This is an optimization exercise on Yosys and OpenROAD, whose aim is small area and a short achievable clock period, not a production implementation.
Only simulation tests tie the RTL to the original design; equivalence was not proved.

## job 101
## bist
module bist #(parameter size = 6, length = 8) (
    input  logic clk,
    input  logic rst,
    input  logic start,
    input  logic csin,
    input  logic rwbarin,
    input  logic opr,
    input  logic [size-1:0] address,
    input  logic [length-1:0] datain,
    output logic [length-1:0] dataout,
    output logic fail
);
    logic        test;       
    logic [7:0]  rlo, rhi;
    logic [3:0]  cup;
    logic        cout;       
    logic        h;          
    logic [63:0][7:0] mem;
    genvar g, j, b;
    function automatic logic [7:0] pattern(input logic [2:0] p);
        case (p)
            3'd0: pattern = 8'hAA;
            3'd1: pattern = 8'h55;
            3'd2: pattern = 8'hF0;
            3'd3: pattern = 8'h0F;
            3'd4: pattern = 8'h00;
            3'd5: pattern = 8'hFF;
            3'd6: pattern = 8'h33;
            default: pattern = 8'hCC;
        endcase
    endfunction
    logic       n_o;         
    logic [1:0] en_n;        
    logic       trd;         
    logic       twr;         
    logic       n_d;         
    logic [7:0] tpat;        
    logic       cs, nrw;
    logic [7:0] d;
    assign cs  = test | csin;
    assign nrw = twr | (n_o & ~rwbarin);
    assign d   = tpat | (datain & {8{n_d}});
    logic n_lo, n_hr, n_hw;
    cell_dffs u_n_lo (.clk(clk), .set(rst), .d(~test_nx), .q(n_lo));
    cell_dffs u_n_hr (.clk(clk), .set(rst), .d(~test_nx), .q(n_hr));
    cell_dffs u_n_hw (.clk(clk), .set(rst), .d(~test_nx), .q(n_hw));
    logic [7:0] alo, ahir, ahiw, thir, thiw;
    logic [7:0] lo_w, hir, hiw;
    logic [7:0][7:0] lo_r;
    always_comb begin
        for (int i = 0; i < 8; i++) begin
            alo[i]  = (address[2:0] == i[2:0]) & n_lo;
            ahir[i] = (address[5:3] == i[2:0]) & rwbarin & n_hr;
            ahiw[i] = (address[5:3] == i[2:0]) & csin & ~rwbarin & n_hw;
            thir[i] = rhi[i] & cup[0];
            thiw[i] = rhi[i] & ~cup[0];
        end
    end
    generate
        for (g = 0; g < 8; g++) begin : g_dec
            for (j = 0; j < 8; j++) begin : g_lor
  ...
Size in the first run: ~1800 cells after synthesis, roughly 560 flip-flops.
==> flow/config.mk <==
export PLATFORM = sky130hd
export DESIGN_NAME = bist
export DESIGN_NICKNAME = bist
export VERILOG_FILES = /design/flow/design.v
export SDC_FILE = /design/flow/constraint.sdc
export NUM_CORES = 4
export LEC_CHECK = 0
export CAP_MARGIN = 20
export CORE_MARGIN = 2
export CORE_UTILIZATION = 60
export CTS_BUF_LIST = sky130_fd_sc_hd__clkbuf_16
export CTS_CLUSTER_DIAMETER = 70
export CTS_CLUSTER_SIZE = 30
export PLACE_DENSITY = 0.72
export SETUP_SLACK_MARGIN = 2.55
export SLEW_MARGIN = 20
export SYNTH_HIERARCHICAL = 1
==> flow/constraint.sdc <==
create_clock -name core_clock -period 5.0 [get_ports {clk}]
set_input_delay 1.0000 -clock core_clock [delete_from_list [all_inputs] [get_ports {clk}]]
set_output_delay 1.0000 -clock core_clock [all_outputs]
set_load 0.01 [all_outputs]
standard.sh (not shown) runs the stock make flow with config.mk's settings and CLKGATE_MAP_FILE= SYNTH_SCRIPT=/design/flow/synth_recipe.tcl, a recipe that flattens the netlist after the stock synthesis.
==> flow/flow/run.sh <==
#!/bin/bash
# Layout flow: the standard ORFS flow (standard.sh), with the port
# buffers made of buf_4 cells instead of the default delay-buffer cells.
set -euo pipefail
bash standard.sh 'BUFFER_PORTS_ARGS=-buffer_cell sky130_fd_sc_hd__buf_4' ${EXTRA_MAKE_ARGS:-} finish > flow_make.log 2>&1
[inputs] job 102 vs job 101
# job 101
export LEC_CHECK = 0
export CAP_MARGIN = 20
export CORE_MARGIN = 2
export CORE_UTILIZATION = 60
export CTS_BUF_LIST = sky130_fd_sc_hd__clkbuf_16
export CTS_CLUSTER_DIAMETER = 70
export CTS_CLUSTER_SIZE = 30
export PLACE_DENSITY = 0.72
export SETUP_SLACK_MARGIN = 2.55
export SLEW_MARGIN = 20
export SYNTH_HIERARCHICAL = 1
create_clock -name core_clock -period 5.0 [get_ports {clk}]
# job 102
export LEC_CHECK = 0
export CAP_MARGIN = 20
export CORE_MARGIN = 2
export CORE_UTILIZATION = 60
export CTS_BUF_LIST = sky130_fd_sc_hd__clkbuf_16
export CTS_CLUSTER_DIAMETER = 70
export CTS_CLUSTER_SIZE = 25
export PLACE_DENSITY = 0.72
export SETUP_SLACK_MARGIN = 2.7
export SLEW_MARGIN = 20
export SYNTH_HIERARCHICAL = 1
create_clock -name core_clock -period 5.0 [get_ports {clk}]
[summary]
Final instance area, job 102 vs job 101: up slightly. Job 102 vs. job 101: filler cell count decreased 4.4%; critical path's largest stage delay essentially unchanged; via count increased 1.9%; final core area utilization increased 1.3 points.
### job 102 -> job 103
# job 102
export LEC_CHECK = 0
export CAP_MARGIN = 20
export CORE_MARGIN = 2
export CORE_UTILIZATION = 60
export CTS_BUF_LIST = sky130_fd_sc_hd__clkbuf_16
export CTS_CLUSTER_DIAMETER = 70
export CTS_CLUSTER_SIZE = 25
export PLACE_DENSITY = 0.72
export SETUP_SLACK_MARGIN = 2.7
export SLEW_MARGIN = 20
export SYNTH_HIERARCHICAL = 1
create_clock -name core_clock -period 5.0 [get_ports {clk}]
# job 103
export LEC_CHECK = 0
export CAP_MARGIN = 20
export CORE_MARGIN = 2
export CORE_UTILIZATION = 60
export CTS_BUF_LIST = sky130_fd_sc_hd__clkbuf_16
export CTS_CLUSTER_DIAMETER = 70
export CTS_CLUSTER_SIZE = 30
export PLACE_DENSITY = 0.72
export SETUP_SLACK_MARGIN = 2.4
export SLEW_MARGIN = 20
export SYNTH_HIERARCHICAL = 1
create_clock -name core_clock -period 5.0 [get_ports {clk}]
--- outcome ---
Job 103: full flow OK, the timing, DRC and antenna checks passed
Looking at area added between synthesis and finish, job 103 sits below job 102.
Relative to job 102, the routed wire length measured on job 103 has decreased slightly.
In the final reports, the cell area of job 103 is smaller than that of job 102.

## afterwards: timing with drivers on the ports
Ports are ideal in the flow. The routed layouts listed here were re-timed in OpenROAD.
Step 1, drivers: a clkbuf_16 drives clk and a buf_2 each remaining input, both assumed.
Step 2, shift: input delay + t, output delay - t, t = (earliest + latest rising clock arrival at the registers) / 2. This alone moves slack from input paths to output paths.
Three values: ideal, step 1, step 2; two values: the first two.
run | t, ns | slack for setup (ns) | hold WS [ns] | worst setup path at the end | cell pins on the clock port's net
job 101 | 0.679 | 2.374 / 2.316 / 1.749 | 0.388 / 0.353 / 0.497 | input to register | 1
job 102 | 0.666 | 2.416 / 2.360 / 1.826 | 0.406 / 0.372 / 0.494 | input to register | 1
job 103 | 0.662 | 2.186 / 2.208 / 1.555 | 0.421 / 0.391 / 0.497 | input to register | 1
After both steps setup and hold are still met in every run listed. The setup slack of job 103, which loses most, moves by +0.022 ns with the drivers and by -0.631 ns with both steps.
